This design comes from an exercise in tuning for small area and a short achievable clock period on the open sky130 flow, not from production work.
The RTL was checked by simulation tests, not by an equivalence proof against the original design.
Power figures rest on the tool's default switching activity, not on a simulated workload.

### flow/config.mk
export PLATFORM = sky130hd
export DESIGN_NAME = SIMD
export DESIGN_NICKNAME = SIMD
export VERILOG_FILES = /design/flow/design.v
export SDC_FILE = /design/flow/constraint.sdc
export NUM_CORES = 4
export LEC_CHECK = 0
export CAP_MARGIN = 20
export CORE_MARGIN = 2
export CORE_UTILIZATION = 40
export SLEW_MARGIN = 20
### flow/constraint.sdc
create_clock -name core_clock -period 10.0 [get_ports {clk}]
set_input_delay 2.0000 -clock core_clock [delete_from_list [all_inputs] [get_ports {clk}]]
set_output_delay 2.0000 -clock core_clock [all_outputs]
set_load 0.01 [all_outputs]
### flow/design.v
module add(
input [15:0] dataA,
input [15:0] dataB,
input [1:0] bitnum,
output [15:0] sum
);
wire [3:0] d0,d1,d2,d3,d4,d5,d6,d7;
wire [4:0] c0,c1,c2,c3;
assign d0 = dataA[3:0];
assign d1 = dataA[7:4];
assign d2 = dataA[11:8];
assign d3 = dataA[15:12];
assign d4 = dataB[3:0];
assign d5 = dataB[7:4];
assign d6 = dataB[11:8];
assign d7 = dataB[15:12];
assign c0[4:0]= d0 + d4;
assign c1[4:0]= (bitnum==2'b00)? (d1+ d5)       : (d1+ d5+ c0[4]);
assign c2[4:0]= (bitnum==2'b10)? (d2+ d6+ c1[4]): (d2+ d6);
assign c3[4:0]= (bitnum==2'b00)? (d3+ d7)       : (d3+ d7+ c2[4]);
assign sum={c3[3:0],c2[3:0],c1[3:0],c0[3:0]};
endmodule
module sub(
input [15:0] dataA,
input [15:0] dataB,
input [1:0] bitnum,
output [15:0] sub
);
wire [4:0] c0,c1,c2,c3;
wire [3:0] d0,d1,d2,d3,d4,d5,d6,d7;
wire [15:0] negB;
assign negB = ~dataB;
assign d0 = dataA[3:0];
assign d1 = dataA[7:4];
assign d2 = dataA[11:8];
assign d3 = dataA[15:12];
assign d4 = negB[3:0];
assign d5 = negB[7:4];
assign d6 = negB[11:8];
assign d7 = negB[15:12];
assign c0[4:0]= d0 + d4 +2'b01;
assign c1[4:0]= (bitnum==2'b00)? (d1+ d5 +2'b01):(d1+ d5 + c0[4]);
assign c2[4:0]= (bitnum==2'b10)? (d2+ d6 +c1[4]):(d2+ d6 +2'b01);
assign c3[4:0]= (bitnum==2'b00)? (d3+ d7 +2'b01):(d3+ d7 + c2[4]);
assign sub = {c3[3:0],c2[3:0],c1[3:0],c0[3:0]};
endmodule
module multi(
input [15:0] A,
input [15:0] B,
input [15:0] dataC,
input [1:0] bitnum,
input select,
output [15:0] multi_H,
output [15:0] multi_L
);
wire [15:0] m0,m1,m2,m3,m4,m5,m6,m7,m8,m9,m10,m11,m12,m13,m14,m15;
wire [31:0] c0,c1,c2;
assign m0 = B[0]? A : 0;
assign m1 = B[1]? A : 0;
assign m2 = B[2]? A : 0;
assign m3 = B[3]? A : 0;
assign m4 = B[4]? A : 0;
assign m5 = B[5]? A : 0;
assign m6 = B[6]? A : 0;
assign m7 = B[7]? A : 0;
assign m8 = B[8]? A : 0;
assign m9 = B[9]? A : 0;
assign m10 = B[10]? A : 0;
assign m11 = B[11]? A : 0;
assign m12 = B[12]? A : 0;
assign m13 = B[13]? A : 0;
assign m14 = B[14]? A : 0;
assign m15 = B[15]? A : 0;
assign c0[7:0]  = {m0[3]  ,m0[3]  ,m0[3]  ,m0[3:0]}   + {m1[3],  m1[3],  m1[3:0],   1'b0}+ {m2[3],  m2[3:0],   2'b0}+ {B[3]? (~m3[3:0]+1):m3[3:0],      3'b0}+ {select? (dataC[3]?4'hf:4'b0):4'b0,select?dataC[3:0]:4'b0};
assign c0[15:8] = {m4[7]  ,m4[7]  ,m4[7]  ,m4[7:4]}   + {m5[7],  m5[7],  m5[7:4],   1'b0}+ {m6[7],  m6[7:4],   2'b0}+ {B[7]? (~m7[7:4]+1):m7[7:4],      3'b0}+ {select? (dataC[7]?4'hf:4'b0):4'b0,select?dataC[7:4]:4'b0};
assign c0[23:16]= {m8[11] ,m8[11] ,m8[11] ,m8[11:8]}  + {m9[11], m9[11], m9[11:8],  1'b0}+ {m10[11],m10[11:8], 2'b0}+ {B[11]?(~m11[11:8]+1):m11[11:8],  3'b0}+ {select? (dataC[11]?4'hf:4'b0):4'b0,select?dataC[11:8]:4'b0};
assign c0[31:24]= {m12[15],m12[15],m12[15],m12[15:12]}+ {m13[15],m13[15],m13[15:12],1'b0}+ {m14[15],m14[15:12],2'b0}+ {B[15]?(~m15[15:12]+1):m15[15:12],3'b0}+ {select? (dataC[15]?4'hf:4'b0):4'b0,select?dataC[15:12]:4'b0};
assign c1[15:0] = {m0[7]?7'h7f:7'h0,m0[7:0]}   +{m1[7]?6'h3F:6'h0,m1[7:0],1'b0}   + {m2[7]?5'h1f:5'h0,m2[7:0],2'b00}    + {m3[7]?4'hf:4'h0,m3[7:0],3'b0}+
				   {m4[7]?3'h7:3'h0, m4[7:0],4'b0}     +{m5[7]?2'h3:2'h0,m5[7:0],5'b0}     +{m6[7],m6[7:0],6'b0}     +{B[7]?(~m7[7:0]+1):m7[7:0],7'b0}      +{select? (dataC[7]?8'hff:8'b0):8'b0,select?dataC[7:0]:8'b0};
assign c1[31:16]= {m8[15]?7'h7f:7'h0,m8[15:8]} +{m9[15]?6'h3F:6'h0,m9[15:8],1'b0} + {m10[15]?5'h1f:5'h0,m10[15:8],2'b00}+ {m11[15]?4'hf:4'h0,m11[15:8],3'b0}+
				   {m12[15]?3'h7:3'h0, m12[15:8],4'b0} +{m13[15]?2'h3:2'h0,m13[15:8],5'b0} +{m14[15],m14[15:8],6'b0} +{B[15]?(~m15[15:8]+1):m15[15:8],7'b0} +{select? (dataC[15]?8'hff:8'b0):8'b0,select?dataC[15:8]:8'b0};
assign c2 = {m0[15]? 15'h7fff:15'h0,m0}       +{m1[15]? 14'h3fff:14'h0, m1,1'b0}  +{m2[15]? 13'h1fff:13'h0,m2 ,2'b0} +{m3[15]? 12'hfff:12'h0,m3,3'b0}
	       +{m4[15]? 11'h7ff :11'h0,m4 ,4'b0} +{m5[15]? 10'h3ff :10'h0, m5,5'b0}  +{m6[15]?  9'h1ff : 9'h0,m6 ,6'b0} +{m7[15]?  8'hff :8'h0, m7,7'b0}
           +{m8[15]?  7'h7f  : 7'h0,m8 ,8'b0} +{m9[15]?  6'h3f  : 6'h0, m9,9'b0}  +{m10[15]? 5'h1f  : 5'h0,m10,10'b0}+{m11[15]? 4'hf  :4'h0, m11,11'b0}
           +{m12[15]? 3'h7   : 3'h0,m12,12'b0}+{m13[15]? 2'h3   : 2'h0, m13,13'b0}+{m14[15]? 1'h1   : 1'h0,m14,14'b0}+{B[15]?(~m15+1):m15,15'b0}+{select? (dataC[15]?16'hffff:16'b0):16'b0,select?dataC:16'b0};
assign multi_H=bitnum[1]? c2[31:16]:(bitnum[0]? c1[31:16]:c0[31:16]);
assign multi_L=bitnum[1]? c2[15:0]:(bitnum[0]? c1[15:0]:c0[15:0]);
endmodule
module am_shifter(
input [15:0] datain,
input right,
input [1:0] bitnum,
output [15:0]dataout
);
wire [14:0]	right_temp = datain[15:1];
wire [14:0] left_temp = datain[14:0];
wire [15:0] data_temp = (right==1'b1)? {datain[15], right_temp} : {left_temp, 1'b0};
assign  dataout[3:0] = {(bitnum == 2'b00)? {(right==1'b1)?datain[3]:data_temp[3], data_temp[2:0]} :{data_temp[3:0]}};
assign  dataout[7:4] = {(bitnum == 2'b10)? {data_temp[7]} : {(right==1'b1)?datain[7]:
                         data_temp[7]},data_temp[6:5],(bitnum == 2'b00)? {right&data_temp[4]} : {data_temp[4]} };
assign  dataout[11:8] = {(bitnum == 2'b00)? {(right==1'b1)?datain[11]:data_temp[11]} :
                          data_temp[11],data_temp[10:9],(bitnum == 2'b10)? {data_temp[8]} : {right&data_temp[8]} };
assign  dataout[15:12]= {data_temp[15:13],(bitnum == 2'b00)? {right&data_temp[12]} : {data_temp[12]} };
endmodule
module lg_shifter(
input [15:0]datain,
input right,
input [1:0] bitnum,
output [15:0]dataout
);
wire [14:0]	right_temp = datain[15:1];
wire [14:0] left_temp = datain[14:0];
wire [15:0] data_temp = (right==1'b1)? {1'b0, right_temp} : {left_temp, 1'b0};
assign  dataout[3:0] = {(bitnum == 2'b00)? {(!right)&data_temp[3], data_temp[2:0]} : {data_temp[3:0]}};
assign  dataout[7:4] = {(bitnum == 2'b10)? {data_temp[7]} : {(!right)&data_temp[7]},
                        data_temp[6:5], (bitnum == 2'b00)? {right&data_temp[4]} : {data_temp[4]} };
assign  dataout[11:8] = {(bitnum == 2'b00)? {(!right)&data_temp[11]} : data_temp[11],
                        data_temp[10:9],(bitnum == 2'b10)? {data_temp[8]} : {right&data_temp[8]} };
assign  dataout[15:12]= {data_temp[15:13], (bitnum == 2'b00)? {right&data_temp[12]} : {data_temp[12]} };
endmodule										  
module AND(
input [15:0] dataA, dataB,
output [15:0] out
);
assign out[0]=dataA[0]&dataB[0];
assign out[1]=dataA[1]&dataB[1];
assign out[2]=dataA[2]&dataB[2];
assign out[3]=dataA[3]&dataB[3];
assign out[4]=dataA[4]&dataB[4];
assign out[5]=dataA[5]&dataB[5];
assign out[6]=dataA[6]&dataB[6];
assign out[7]=dataA[7]&dataB[7];
assign out[8]=dataA[8]&dataB[8];
assign out[9]=dataA[9]&dataB[9];
assign out[10]=dataA[10]&dataB[10];
assign out[11]=dataA[11]&dataB[11];
assign out[12]=dataA[12]&dataB[12];
assign out[13]=dataA[13]&dataB[13];
assign out[14]=dataA[14]&dataB[14];
assign out[15]=dataA[15]&dataB[15];
endmodule
module OR(
input [15:0] dataA, dataB,
output [15:0] out
);
assign out[0]=dataA[0]|dataB[0];
assign out[1]=dataA[1]|dataB[1];
assign out[2]=dataA[2]|dataB[2];
assign out[3]=dataA[3]|dataB[3];
assign out[4]=dataA[4]|dataB[4];
assign out[5]=dataA[5]|dataB[5];
assign out[6]=dataA[6]|dataB[6];
assign out[7]=dataA[7]|dataB[7];
assign out[8]=dataA[8]|dataB[8];
assign out[9]=dataA[9]|dataB[9];
assign out[10]=dataA[10]|dataB[10];
assign out[11]=dataA[11]|dataB[11];
assign out[12]=dataA[12]|dataB[12];
assign out[13]=dataA[13]|dataB[13];
assign out[14]=dataA[14]|dataB[14];
assign out[15]=dataA[15]|dataB[15];
endmodule
module XOR(
input [15:0] dataA, dataB,
output [15:0] out
);
assign out[0]=(dataA[0]==dataB[0])?1'b0:1'b1;
assign out[1]=(dataA[1]==dataB[1])?1'b0:1'b1;
assign out[2]=(dataA[2]==dataB[2])?1'b0:1'b1;
assign out[3]=(dataA[3]==dataB[3])?1'b0:1'b1;
assign out[4]=(dataA[4]==dataB[4])?1'b0:1'b1;
assign out[5]=(dataA[5]==dataB[5])?1'b0:1'b1;
assign out[6]=(dataA[6]==dataB[6])?1'b0:1'b1;
assign out[7]=(dataA[7]==dataB[7])?1'b0:1'b1;
assign out[8]=(dataA[8]==dataB[8])?1'b0:1'b1;
assign out[9]=(dataA[9]==dataB[9])?1'b0:1'b1;
assign out[10]=(dataA[10]==dataB[10])?1'b0:1'b1;
assign out[11]=(dataA[11]==dataB[11])?1'b0:1'b1;
assign out[12]=(dataA[12]==dataB[12])?1'b0:1'b1;
assign out[13]=(dataA[13]==dataB[13])?1'b0:1'b1;
assign out[14]=(dataA[14]==dataB[14])?1'b0:1'b1;
assign out[15]=(dataA[15]==dataB[15])?1'b0:1'b1;
endmodule
module NOT(
input [15:0] dataA,
output [15:0] out
);
assign out[0]=!dataA[0];
assign out[1]=!dataA[1];
assign out[2]=!dataA[2];
assign out[3]=!dataA[3];
assign out[4]=!dataA[4];
assign out[5]=!dataA[5];
assign out[6]=!dataA[6];
assign out[7]=!dataA[7];
assign out[8]=!dataA[8];
assign out[9]=!dataA[9];
assign out[10]=!dataA[10];
assign out[11]=!dataA[11];
assign out[12]=!dataA[12];
assign out[13]=!dataA[13];
assign out[14]=!dataA[14];
assign out[15]=!dataA[15];
endmodule
module SIMD(
input [11:0] instruction,
input clk,
input rst,
output [31:0] outputvalue
);
reg [15:0] register[0:15];
reg [11:0]command;  
reg [1:0]bitwidth;  
reg add_en,sub_en,mux_en,shiftlg_en,mac_en,shiftam_en,and_en,or_en,xor_en,not_en;  
reg [3:0]fa,fb,fc;  
reg [15:0]execute_H,execute,mux_H;  
reg [3:0]wbnum,wb;
wire [15:0] add_out,sub_out,mux_out_H,mux_out_L,and_out,or_out,xor_out,not_out,shifam_out,shiflg_out;  
always @(posedge clk)
begin
  if(rst) begin
            command<=12'b0;
            bitwidth<=2'b0;
            add_en<=0; sub_en<=0; mux_en<=0; mac_en<=0; shiftlg_en<=0; shiftam_en<=0; and_en<=0; or_en<=0; xor_en<=0; not_en<=0;
            fa<=4'b0; fb<=4'b0; fc<=4'b0;
            execute<=16'b0;
            wbnum<=4'b0;
            register[0]<=16'b0;  
            register[1]<=16'b0001_1000_1000_0100;   
            register[2]<=16'b1110_0110_0110_1100;
            register[3]<=16'b0;
            register[4]<=16'b0010_0111_0100_1100;
            register[5]<=16'b1101_1000_1000_0101;
            register[6]<=16'b0;
            register[7]<=16'b0;
            register[8]<=16'b0001_0110_0100_1010;
            register[9]<=16'b1111_1010_1010_0100;
            register[10]<=16'b0;
            register[11]<=16'b0;
            register[12]<=16'b0;
            register[13]<=16'b0001_1000_1000_0100;
            register[14]<=16'b0;
            register[15]<=16'b0;
          end
  else begin
        command<=instruction;
        bitwidth<=command[7:6];
        add_en<=((command[11:8]==4'd0)? 1'b1:1'b0);
        sub_en<=((command[11:8]==4'd1)? 1'b1:1'b0);
        mux_en<=((command[11:8]==4'd2)? 1'b1:1'b0);
        mac_en<=((command[11:8]==4'd3)? 1'b1:1'b0);
        shiftlg_en<=((command[11:8]==4'd4)? 1'b1:1'b0);
        shiftam_en<=((command[11:8]==4'd6)? 1'b1:1'b0);
        and_en<=((command[11:8]==4'd8)? 1'b1:1'b0);
        or_en<=((command[11:8]==4'd9)? 1'b1:1'b0);
        xor_en<=((command[11:8]==4'd10)? 1'b1:1'b0);
        not_en<=((command[11:8]==4'd11)? 1'b1:1'b0);
        fa<={command[7:6],command[1:0]};
        fb<={command[7:6],command[3:2]};
        fc<={command[7:6],command[5:4]};
        execute <= add_en? add_out:(sub_en? sub_out:(mux_en? mux_out_L:(mac_en? mux_out_L:(shiftlg_en? shiflg_out:(
                  shiftam_en? shifam_out:(and_en? and_out:(or_en? or_out:(xor_en? xor_out:(not_en? not_out:0)))))))));
        execute_H <=(mux_en|mac_en)? mux_out_H:16'b0;
        wbnum <= fc;
        register[wbnum] <=execute;
        mux_H<=execute_H;
        wb<=wbnum;
  end
end
add    a(.dataA(register[fa]),.dataB(register[fb]),.bitnum(bitwidth),.sum(add_out));
sub    b(.dataA(register[fa]),.dataB(register[fb]),.bitnum(bitwidth),.sub(sub_out));
multi mu(.A(register[fa]),.B(register[fb]),.dataC(register[fc]),.select(mac_en),.bitnum(bitwidth),.multi_H(mux_out_H),.multi_L(mux_out_L));
AND   an(.dataA(register[{fb[1:0],fa[1:0]}]),.dataB(register[fc]),.out(and_out));
OR     o(.dataA(register[{fb[1:0],fa[1:0]}]),.dataB(register[fc]),.out(or_out));
XOR   xo(.dataA(register[{fb[1:0],fa[1:0]}]),.dataB(register[fc]),.out(xor_out));
NOT   no(.dataA(register[{fb[1:0],fa[1:0]}]),.out(not_out));
am_shifter am(.datain(register[fa]),.right(fb[0]),.bitnum(bitwidth),.dataout(shifam_out));
lg_shifter lg(.datain(register[fa]),.right(fb[0]),.bitnum(bitwidth),.dataout(shiflg_out));
assign outputvalue = {mux_H,register[wb]};
endmodule
### flow/run.sh
#!/bin/bash
# synth_recipe.tcl (not shown) runs the flow's synth.tcl, then flattens the netlist and writes it again
# the make line also repeats each setting of config.mk as NAME=value (left out here)
make -C /OpenROAD-flow-scripts/flow DESIGN_CONFIG=/design/flow/config.mk WORK_HOME=/design/flow/orfs CLKGATE_MAP_FILE= SYNTH_SCRIPT=/design/flow/synth_recipe.tcl finish
==> impl_metrics.yaml <==
synth:
  ys_types: 78
  synth-seq-area-share: 0.248
  async_reset_ff_frac: 0
  ys_seq_elements: 346
  syn-cell-area_mm2: 0.0397
  synth_fp_nets: 4123
  ys.flop_type: "edfxtp_1"
  synth_edf_count: 292
  syn_area_per_cell_um2: 11.4
  yosysWarnings: 1
  syn_inst: 3466
detailed_routing:
  drtAntennaViolNets: 0
  drc: 0
  wl_per_cell_um: 26.8
  vias: 28200
  first_pass_iters: 6
  wirelength_um: 128000
  avgViaCountPerCell: 5.89
  dr.first_iter.drc_count: 3354
floorplanning:
  rows: 115
  die_h_um: 319
  dieArea_mm2: 0.102
  die_x_um: 319
  design.portCount: 46
  core_mm2: 0.0984
  initial_utilization: 0.403
setup_path:
  critical_path_class: "flip-flop to flip-flop"
  crit_family: "adder cells"
  r2r_end: "execute_H[14]"
  slowest_delay_ns: 0.89
  worst_path_most_repeated_cell: "fa_1"
  cp_max_fo: 41
  worstSetupEndpointType: "flip-flop"
  cp_num_buf_inv: 6
  crit_required_ns: 10.42
  reg2reg_depth: 27
  critPathLaunchType: "flip-flop"
  reg2reg_slack_ns: 0.80
  rr_startpoint: "fb[0]"
  critPathArrivalTime_ns: 9.62
  cp_slowest_cell: "dfxtp_4"
finish:
  fillerInstances: 9174
  layout_common_cells: "inv_1 (527), fa_1 (451), mux4_2 (316)"
  seq_area_mm2: 0.00988
  multiInputGateArea_mm2: 0.0271
  antenna_cells: 0
  final_cells: 4781
  syn2layout_area_growth_pct: 9.27
  drive_gt1_frac: 0.165
  final_common_cell: "inv_1"
  fin_nets: 4117
run_status:
  status: "finished clean"
grt:
  grt_pass1_wl_um: 192000
  met2_usage: 0.406
  grt_max_degree: 65
  track_usage: 0.255
  grt_pass1_vias: 29100
  grt_use_met3: 0.0577
  busiest_layer: "met2"
  grt_overflow: 0
  grtUsageMet1: 0.339
  antenna_found_initial: 2
clocking:
  hold_buffers: 0
  cts_resized: 0
  numCtsBuffers: 42
  clk_latency_ns: 0.63
  clkTransAtPathRegs_ns: 0.08
  cts.sinks: 346
  cts-root-buf: "clkbuf_16"
  cts_tree: "done"
  htree_levels: 2
  cts_max_path_buffers: 3
  post-cts-setup-buffers: 0
timing:
  layout_setup_ws_ns: 0.802
  rsz0062_at_grt: "false"
  layout_min_cycle_time_ns: 9.20
  worst_slew_margin_rel: 0.206
  hold_viol_final: 0
  maxSlewViolCount: 0
  max_freq_mhz: 109
  fin_crit_sh: 0.920
  setup_tns_ns: 0
  skew_ns: 0.0471
  report.final.setup_viol: 0
  worstMarginPinSlew_ns: 1.19
power_and_ir_drop:
  p_leak_nw: 17.3
  irDropWorstVdd_v: 0.000321
  powerDensity_mw_per_mm2: 251
min_path:
  hold_path.class: "flip-flop to flip-flop"
  whs_path_depth: 0
  holdPathEnd: "mux_H[3]"
  worstHoldStart: "execute_H[3]"
placement:
  portBuffers: 45
  dp_cells: 4703
  post-place-ws_ns: 0.776
  place_hpwl_um: 94500
  gp_congestion: 0.937
run:
  max_cap_viol_count: 0
## per-layer routing
metal / wire length [um] / up-vias
li1: - / 11800
met1: 49700 / 14400
met2: 59400 / 1611
met3: 13200 / 303
met4: 5730 / 0
met5: 0 / -
## cells in the mapped netlist (26+ instances only)
library cell,n,share of area
and2_1,223,0.035
ha_1,192,0.061
dfxtp_1,54,0.027
o21ai_0,52,0.0066
a21oi_1,98,0.012
nand2_1,248,0.023
xnor2_1,122,0.027
nor2_1,239,0.023
nand3_1,29,0.0037
nor3_1,26,0.0033
xor2_1,28,0.0062
nor2b_1,35,0.0055
edfxtp_1,292,0.22
a211oi_1,45,0.0085
mux4_2,316,0.18
clkbuf_1,128,0.012
fa_1,451,0.23
inv_1,528,0.050
buf_2,34,0.0043
or3_1,37,0.0058
buf_1,27,0.0026
## sequential cells by signal, indices dropped and copies added, names as in the netlist, 4 cells and up, named ones only
signal,cells
register,256
execute,16
execute_H,16
mux_H,16
command,12
wb,4
wbnum,4
## logic make-up (layout without fill, tap and decap cells)
group / after synthesis / count (layout) / share of synthesized area
AOI/OAI and AO/OA: 332 / 332 / 0.0577
xor gates and xnor gates: 150 / 150 / 0.0331
adders and majority gates: 643 / 643 / 0.288
buffers and inverters: 741 / 769 / 0.0729
DFF: 346 / 346 / 0.248
muxes: 357 / 357 / 0.190
and+or+nand+nor: 897 / 897 / 0.110
## final cells by class
class                           count  share of cell area
Sequential cell                   346               0.228
Inverter                          541              0.0469
Tap cell                         1287              0.0371
Clock buffer                       52              0.0258
Clock inverter                     26             0.00805
Multi-Input combinational cell   2379               0.625
Timing Repair Buffer              150              0.0296
## report_power, final
group	leakage (nW)	switching [mW]	internal, mW
Sequential	3.34	0.0998	1.63
Combinational	13.3	4.33	3.19
Clock	0.712	0.677	0.961
## worst max path at each step
stage | endpoint | slack [ns] | startpoint | depth (start not counted)
final | execute_H[14] | 0.80 | fb[0] | 27
after global routing | execute_H[14] | 0.23 | fb[0] | 27
after CTS | execute_H[14] | 0.78 | fb[0] | 27
after detailed placement | execute_H[14] | 0.78 | fb[0] | 27
after global placement | execute_H[14] | 0.85 | fb[0] | 27
after floorplan | execute_H[14] | 1.54 | fb[0] | 31
## metrics by stage
stage                     hold WS [ns]  power (mW)  cell area (um2)   util
after floorplan                  0.400        7.36            39700      -
after global placement           0.402        9.13            41900  0.426
after detailed placement         0.408        9.21            41900  0.426
after CTS                        0.422        10.9            43400  0.441
after global routing             0.422        11.9            43400  0.441
final                            0.419        10.9            43400  0.441

## afterwards: timing with drivers on the ports
The results above use ideal ports. As a check the final layout listed here was re-extracted and re-timed, cells and wires unchanged.
Step 1 sets driving cells, clkbuf_16 on the clock port and buf_2 on the other inputs (assumed; they add their load-dependent delay and slew).
Step 2 also shifts input and output timing later by t, the mid clock arrival at the registers, as if the neighbouring blocks saw the same clock.
Slacks: ideal / step 1 / step 2; pairs: ideal / step 1.
t (ns): 0.676
setup slack, ns: 0.802 / 0.802 / 0.802
hold slack, ns: 0.419 / 0.419 / 0.419
worst setup path after step 2: register to register
worst slew at a driven data input, ns: 0.04
After both steps setup and hold are still met in this run. For this run, drivers alone change the setup slack by 0.000 ns; drivers and shift together by 0.000 ns.
